This is an optimization exercise on Yosys and OpenROAD, whose aim is small area, not a production implementation.
Only simulation tests tie the RTL to the original design; equivalence was not proved.
Power and IR drop assume default switching activity.

==> onyx <==
Design blockGame, start of the top module:
module blockGame(board_clk, rst, VGA_R, VGA_G, VGA_B, hsync, vsync, clk, blank_n, up, down, left, right, levelselect1, levelselect2);
make LEC_CHECK=0 CAP_MARGIN=20 CORE_MARGIN=2 CORE_UTILIZATION=40 SLEW_MARGIN=20 finish   # period 10.0 ns
run.sh (not shown) runs the stock make flow with config.mk's settings and CLKGATE_MAP_FILE= SYNTH_SCRIPT=/design/flow/synth_recipe.tcl, a recipe that flattens the netlist after the stock synthesis.
==> violet: changes against onyx <==
--- a/flow/design.v
+++ b/flow/design.v
@@ -163,28 +163,28 @@
 reg [8:0] x3a, x3b;	 
 reg [7:0] x4a, x4b;	 
 reg [8:0] y1a, y1b;	 
 reg [8:0] y2a, y2b;	 
 reg [8:0] y3a, y3b;	 
 reg [6:0] l2v1y;
 wire [9:0] l1h3x = x1b;
-wire [7:0] l1h1x_1 = x2a;
-wire [7:0] l2h2x = x2b;
+wire [7:0] l1h1x_1 = ~x2a;
+wire [7:0] l2h2x = ~x2b;
 wire [8:0] l2h5x = x3b;
 wire [8:0] l2h1x_1 = x3a;
 wire [8:0] l2h6x = {x4b[6:0], 2'b11};
-wire [8:0] l1v3y = y1b;
-wire [8:0] l1v1y_1 = y1a;
-wire [8:0] l1v5y = y2b;
+wire [8:0] l1v5y = ~y1b;
+wire [8:0] l1v1y_1 = ~y1a;
+wire [8:0] l1v3y = y2b;
 wire [8:0] l2v3y = y3b;
 wire [9:0] l0hx = x1b;
-wire [7:0] l1h1x = x2b;
+wire [7:0] l1h1x = ~x2b;
 wire [8:0] l2h1x = x3b;
 wire [7:0] plx_h = x4b;
-wire [8:0] l1v1y = y1b;
+wire [8:0] l1v1y = ~y1b;
 wire [8:0] l0vy = y2b;
 wire [8:0] ply = y3b;
 reg l1lag2, l1lag4, l1lag5, l1lagv2, l1lagv4, l1lagv6, l2lag3, l2lag4, l2lagv2, l2lagv4, l2lagv5;
 wire c1 = (~l1h1x_1[0] & ~l1h1x_1[3] & ~l1h1x_1[6] & ~l1h1x_1[7]), c3 = (~l1h3x[1] & l1h3x[2] & l1h3x[6]);
 wire l1h_rs3 = ~c1 & ~l1lag2 & c3;
 wire l1h_mv = ~c1 & ~l1lag2 & ~c3 & ~l1lag4 & ~l1lag5;
 wire f1 = (~l1v1y_1[0] & ~l1v1y_1[4] & ~l1v1y_1[5] & l1v1y_1[7]), f3 = (l1v3y[3] & l1v3y[5] & ~l1v3y[6]), f5 = (l1v5y[0] & l1v5y[6] & ~l1v5y[7]);
@@ -232,75 +232,69 @@
 			else l2v1y <= add7(l2v1y, -7'd3);
 		end
 		if (l2v_rs3) l2lagv4 <= 1'b1;
 	end
 end
 wire px_l = pact_d & (pdir == 2'd2), px_r = pact_d & (pdir == 2'd3);
 wire py_u = pact_d & (pdir == 2'd0), py_d = pact_d & (pdir == 2'd1);
-wire [9:0] nx1 = (a ? l1h_rs3 : (~x1b[0] & ~x1b[1] & ~x1b[2] & ~x1b[3] & ~x1b[5] & ~x1b[6] & ~x1b[8] & ~x1b[9])) ? (a ? 10'd510 : 10'd616) :
-	(a ? l1h_mv : 1'b1) ? add10(x1b, a ? 10'd3 : -10'd7) : x1b;
-wire [7:0] nx2 = (a ? l2h_rs2 : (~x2b[0] & ~x2b[3] & ~x2b[6] & ~x2b[7])) ? (a ? 8'd165 : 8'd215) :
-	(a ? l2h_mv : l1h_mv2) ? add8(x2b, a ? -8'd2 : -8'd3) : x2b;
-wire [8:0] nx3 = (a ? l2h_rs5 : (~x3b[2] & ~x3b[4] & ~x3b[5] & x3b[6])) ? 9'd165 :
-	(a ? l2h_mv : l2h_mv2) ? add9(x3b, a ? 9'd5 : -9'd1) : x3b;
-wire [7:0] nx4 = (a & l2h_rs6) ? 8'd113 :
-	(a ? l2h_mv : (px_l | px_r)) ? add8(x4b, (a | px_l) ? -8'd1 : 8'd1) : x4b;
-wire [8:0] ny1 = (a ? l1v_rs3 : (~y1b[0] & ~y1b[4] & ~y1b[5] & y1b[7])) ? 9'd336 :
-	(a ? l1v_mv : l1v_mv2) ? add9(y1b, a ? 9'd3 : -9'd3) : y1b;
-wire [8:0] ny2 = (a ? l1v_rs5 : (~y2b[0] & y2b[3] & y2b[7] & y2b[8])) ? (a ? 9'd300 : 9'd25) :
-	(a ? l1v_mv : 1'b1) ? add9(y2b, a ? -9'd3 : 9'd5) : y2b;
-wire [8:0] ny3 = (a & l2v_rs3) ? 9'd340 :
-	(a ? l2v_mv : (py_u | py_d)) ? add9(y3b, a ? -9'd9 : py_u ? -9'd4 : 9'd4) : y3b;
-wire uu = u1 | u2;
+wire first = ~a & ~s;
+wire ra = rst | a;
+wire fx1 = rst | first | (u1 & l1h_rs3) | (u2 & ~x1b[0] & ~x1b[1] & ~x1b[2] & ~x1b[3] & ~x1b[5] & ~x1b[6] & ~x1b[8] & ~x1b[9]);
+wire fx2 = rst | first | (u1 & l2h_rs2) | (u2 & ~l1h1x[0] & ~l1h1x[3] & ~l1h1x[6] & ~l1h1x[7]);
+wire fx3 = rst | first | (u1 & l2h_rs5) | (u2 & ~x3b[2] & ~x3b[4] & ~x3b[5] & x3b[6]);
+wire fx4 = rst | first | (u1 & l2h_rs6);
+wire fy1 = rst | first | (u1 & l1v_rs5) | (u2 & ~l1v1y[0] & ~l1v1y[4] & ~l1v1y[5] & l1v1y[7]);
+wire fy2 = rst | first | (u1 & l1v_rs3) | (u2 & ~y2b[0] & y2b[3] & y2b[7] & y2b[8]);
+wire fy3 = rst | first | (u1 & l2v_rs3);
+wire mvx1 = (u1 & l1h_mv) | u2;
+wire mvx2 = (u1 & l2h_mv) | (u2 & l1h_mv2);
+wire mvx3 = (u1 & l2h_mv) | (u2 & l2h_mv2);
+wire mvx4 = (u1 & l2h_mv) | (u2 & (px_l | px_r));
+wire mvy1 = (u1 & l1v_mv) | (u2 & l1v_mv2);
+wire mvy2 = (u1 & l1v_mv) | u2;
+wire mvy3 = (u1 & l2v_mv) | (u2 & (py_u | py_d));
+wire [9:0] nx1 = fx1 ? (ra ? 10'd510 : first ? 10'd566 : 10'd616) : mvx1 ? add10(x1b, a ? 10'd3 : -10'd7) : x1b;
+wire [7:0] nx2 = fx2 ? ~(ra ? 8'd165 : 8'd215) : add8(x2b, mvx2 ? (a ? 8'd2 : 8'd3) : 8'd0);
+wire [8:0] nx3 = fx3 ? 9'd165 : mvx3 ? add9(x3b, a ? 9'd5 : -9'd1) : x3b;
+wire [7:0] nx4 = fx4 ? (ra ? 8'd113 : 8'd18) : mvx4 ? add8(x4b, (a | px_l) ? -8'd1 : 8'd1) : x4b;
+wire [8:0] ny1 = fy1 ? ~(ra ? 9'd300 : 9'd336) : add9(y1b, mvy1 ? 9'd3 : 9'd0);
+wire [8:0] ny2 = fy2 ? (ra ? 9'd336 : first ? 9'd75 : 9'd25) : add9(y2b, mvy2 ? (a ? 9'd3 : 9'd5) : 9'd0);
+wire [8:0] ny3 = fy3 ? (ra ? 9'd340 : 9'd385) : mvy3 ? add9(y3b, a ? -9'd9 : py_u ? -9'd4 : 9'd4) : y3b;
 always @(posedge board_clk) begin
-	if (rst) begin
-		x1a <= 10'd510; x1b <= 10'd566;
-		x2a <= 8'd165;  x2b <= 8'd215;
-		x3a <= 9'd165;  x3b <= 9'd165;
-		x4a <= 8'd113;  x4b <= 8'd18;
-		y1a <= 9'd336;  y1b <= 9'd336;
-		y2a <= 9'd300;  y2b <= 9'd75;
-		y3a <= 9'd340;  y3b <= 9'd385;
-	end else begin
-		x1b <= x1a; x2b <= x2a; x3b <= x3a; x4b <= x4a; y1b <= y1a; y2b <= y2a; y3b <= y3a;
-		if (uu) begin
-			x1a <= nx1; x2a <= nx2; x3a <= nx3; x4a <= nx4; y1a <= ny1; y2a <= ny2; y3a <= ny3;
-		end else begin
-			x1a <= x1b; x2a <= x2b; x3a <= x3b; x4a <= x4b; y1a <= y1b; y2a <= y2b; y3a <= y3b;
-		end
-	end
+	x1b <= x1a; x2b <= x2a; x3b <= x3a; x4b <= x4a; y1b <= y1a; y2b <= y2a; y3b <= y3a;
+	x1a <= nx1; x2a <= nx2; x3a <= nx3; x4a <= nx4; y1a <= ny1; y2a <= ny2; y3a <= ny3;
 end
 function automatic inxw(input [9:0] xx, input [9:0] b, input [9:0] wa, input [9:0] wb, input ph);
 	reg [10:0] c; reg [9:0] d; integer i;
 	begin
 		c[0] = 1'b0;
 		for (i = 0; i < 10; i = i + 1) begin
 			d[i] = xx[i] ^ ~b[i] ^ c[i];
 			c[i+1] = (xx[i] & ~b[i]) | (xx[i] & c[i]) | (~b[i] & c[i]);
 		end
 		inxw = c[10] && (ph ? (d < wb - 10'd1) : (d < wa - 10'd1));
 	end
 endfunction
 wire cx1 = inxw(x, x1a, 10'd20, 10'd50, a);
-wire cx2 = inxw(x, {2'b0, x2a}, 10'd15, 10'd20, a);
+wire cx2 = inxw(x, {2'b0, ~x2a}, 10'd15, 10'd20, a);
 wire cx3 = inxw(x, {1'b0, x3a}, 10'd25, 10'd15, a);
 wire cx4 = inxw(x, {x4a, 2'b11}, 10'd25, 10'd20, a);
-wire cy1 = inxw(y, {1'b0, y1a}, 10'd20, 10'd20, a);
+wire cy1 = inxw(y, {1'b0, ~y1a}, 10'd20, 10'd20, a);
 wire cy2 = inxw(y, {1'b0, y2a}, 10'd20, 10'd50, a);
 wire cy3 = inxw(y, {1'b0, y3a}, 10'd20, 10'd20, a);
 reg kx1, kx2, kx3, kx4, ky1, ky2, ky3;	 
 always @(posedge board_clk) begin
 	kx1 <= cx1; kx2 <= cx2; kx3 <= cx3; kx4 <= cx4; ky1 <= cy1; ky2 <= cy2; ky3 <= cy3;
 end
 wire xl1h3 = kx1, xl0h = cx1;
 wire xl2h2 = kx2, xl1h1 = cx2;
 wire xl2h5 = kx3, xl2h1 = cx3;
 wire xl2h6 = kx4, xpl = cx4;
-wire yl1v3 = ky1, yl1v1 = cy1;
-wire yl1v5 = ky2, yl0v = cy2;
+wire yl1v5 = ky1, yl1v1 = cy1;
+wire yl1v3 = ky2, yl0v = cy2;
 wire yl2v3 = ky3, ypl = cy3;
 wire yl2v1 = inx(y, {3'b0, l2v1y}, 10'd10);
 wire player = xpl && ypl;
 wire l0_v = inxc(x, 10'd300, 10'd50) && yl0v;
 wire l0_h = xl0h && inxc(y, 10'd249, 10'd50);
 wire l0_s = inxc(x, 10'd515, 10'd50) && inxc(y, 10'd100, 10'd50);
 wire l1_s1 = inxc(x, 10'd70, 10'd75) && inxc(y, 10'd70, 10'd75);
@@ -348,31 +342,27 @@
 end
 wire f012 = fb0 | fb1 | fb2;
 wire f04 = f012 | fb34;
 wire f011 = f04 | fb56 | fb79 | fb1011;
 wire fall = f011 | fb1215;
 wire f1015 = fb1011 | fb1215;
 wire f711 = fb79 | fb1011;
-reg [1:0] cs;	 
-reg win, game_over;
+reg cw, cl, cd;
 wire goal = player & end_zone;
 wire hitbox = player & (border | fall);
 always @(posedge board_clk) if (clk_en) begin
 	if (rst) begin
-		cs <= 2'd0; win <= 1'b0; game_over <= 1'b0;
+		cw <= 1'b0; cl <= 1'b0; cd <= 1'b0;
 	end else begin
-		if (cs == 2'd0) cs <= goal ? 2'd1 : hitbox ? 2'd2 : 2'd0;
-		case (cs)
-			2'd0: begin win <= 1'b0; game_over <= 1'b0; end
-			2'd1: win <= 1'b1;
-			2'd2: game_over <= 1'b1;
-			default: ;
-		endcase
+		cw <= cw | (~cl & goal);
+		cl <= cl | (~cw & ~goal & hitbox);
+		cd <= cw | cl;
 	end
 end
+wire win = cw & cd, game_over = cl & cd;
 reg R, G, B;
 always @(posedge board_clk) if (clk_en) begin
 	if (game_over) begin
 		R <= screen & ~go_text; G <= 1'b0; B <= 1'b0;
 	end else if (win) begin
 		R <= 1'b0; G <= screen & ~win_text; B <= 1'b0;
 	end else if (sel0) begin
==> flow/flow/run.sh (new file) <==
#!/bin/bash
# The standard layout (standard.sh), with two changes to how it is made:
#  - the port buffers use the smallest buffer cell (buf_1) instead of ORFS's default choice;
#  - clock tree synthesis clusters up to 16 flip-flops within 60 um per clkbuf_8 buffer and inserts no
#    dummy loads (the same arguments ORFS passes otherwise).
# The make output goes to standard.log in this folder; ORFS keeps each step's own log
# under orfs/logs.
set -euo pipefail
export BUFFER_PORTS_ARGS="-buffer_cell sky130_fd_sc_hd__buf_1"
export CTS_ARGS="-sink_clustering_enable -repair_clock_nets -sink_clustering_size 16 -sink_clustering_max_diameter 60 -dont_use_dummy_load -buf_list sky130_fd_sc_hd__clkbuf_8"
bash standard.sh > standard.log 2>&1
==> flow/standard.sh (new file) <==
#!/bin/bash
# synth_recipe.tcl (not shown) runs the flow's synth.tcl, then flattens the netlist and writes it again
# the make line also repeats each setting of config.mk as NAME=value (left out here)
make -C /OpenROAD-flow-scripts/flow DESIGN_CONFIG=/design/flow/config.mk WORK_HOME=/design/flow/orfs CLKGATE_MAP_FILE= SYNTH_SCRIPT=/design/flow/synth_recipe.tcl "${@:-finish}"
removed: flow/run.sh
==> comparison table <==
item	violet	onyx
Reported sequential group power	916 uW	895 uW
Met3 track demand over resource in global routing	0.03762	0.03167
Cell at the root of the clock tree	sky130_fd_sc_hd__clkbuf_8	sky130_fd_sc_hd__clkbuf_16
Worst-path maximum fanout	19	28
Met2 Usage GRT	0.3784	0.3642
Place WS	4676 ps	4996 ps
Met2 wire length	18760 um	18860 um
Final Non-Filler Cells	1986	2130
CP bufs+invs	7	4
Post-route clock period utilization	0.5379	0.5006
Startpoint of the most critical hold path	y3a[0]	B
Final Worst Setup Slack	4621 ps	4994 ps
Setup slack, reg-to-reg	4620 ps	4990 ps
Post-route cell area	0.01436 mm2	0.01571 mm2
Relative slew margins	0.2905	0.3232
Outcome	complete, no violations	complete, no violations
Register bit count reported by yosys	210	211
Vert. Die Dim	188.5 um	193.0 um
Cell count after synthesis	1552	1667
Share of the final layout cell area in sequential cells	0.3046	0.2805
Total Power Consumption	1550 uW	1924 uW
Share of post-route cells with drive strength above 1	0.05852	0.08089
Maximum frequency from static timing analysis	0.1859 GHz	0.1998 GHz

-- static timing again, ports no longer ideal --
How much do the figures lean on ideal ports? The routed layouts below were timed once more, with nothing changed but the port constraints. Step 1, drivers: a clkbuf_16 drives board_clk and a buf_2 each remaining input, both assumed. Step 2 times the ports against the registers' clock, not the clock port: input delays grow and output delays shrink by t, the midpoint of the rising clock arrivals with the driver on. a / b / c = no drivers / after step 1 / after step 2; a / b = the first two.
run | t (ns) | setup WS [ns] | worst setup path after step 2 | worst slew at a driven data input, ns | cell pins on the clock port's net
onyx | 0.578 | 4.994 / 4.994 / 4.994 | register to register | 0.03 | 1
violet | 0.592 | 4.621 / 4.621 / 4.621 | register to register | 0.04 | 1
After both steps every run listed still meets setup and hold.
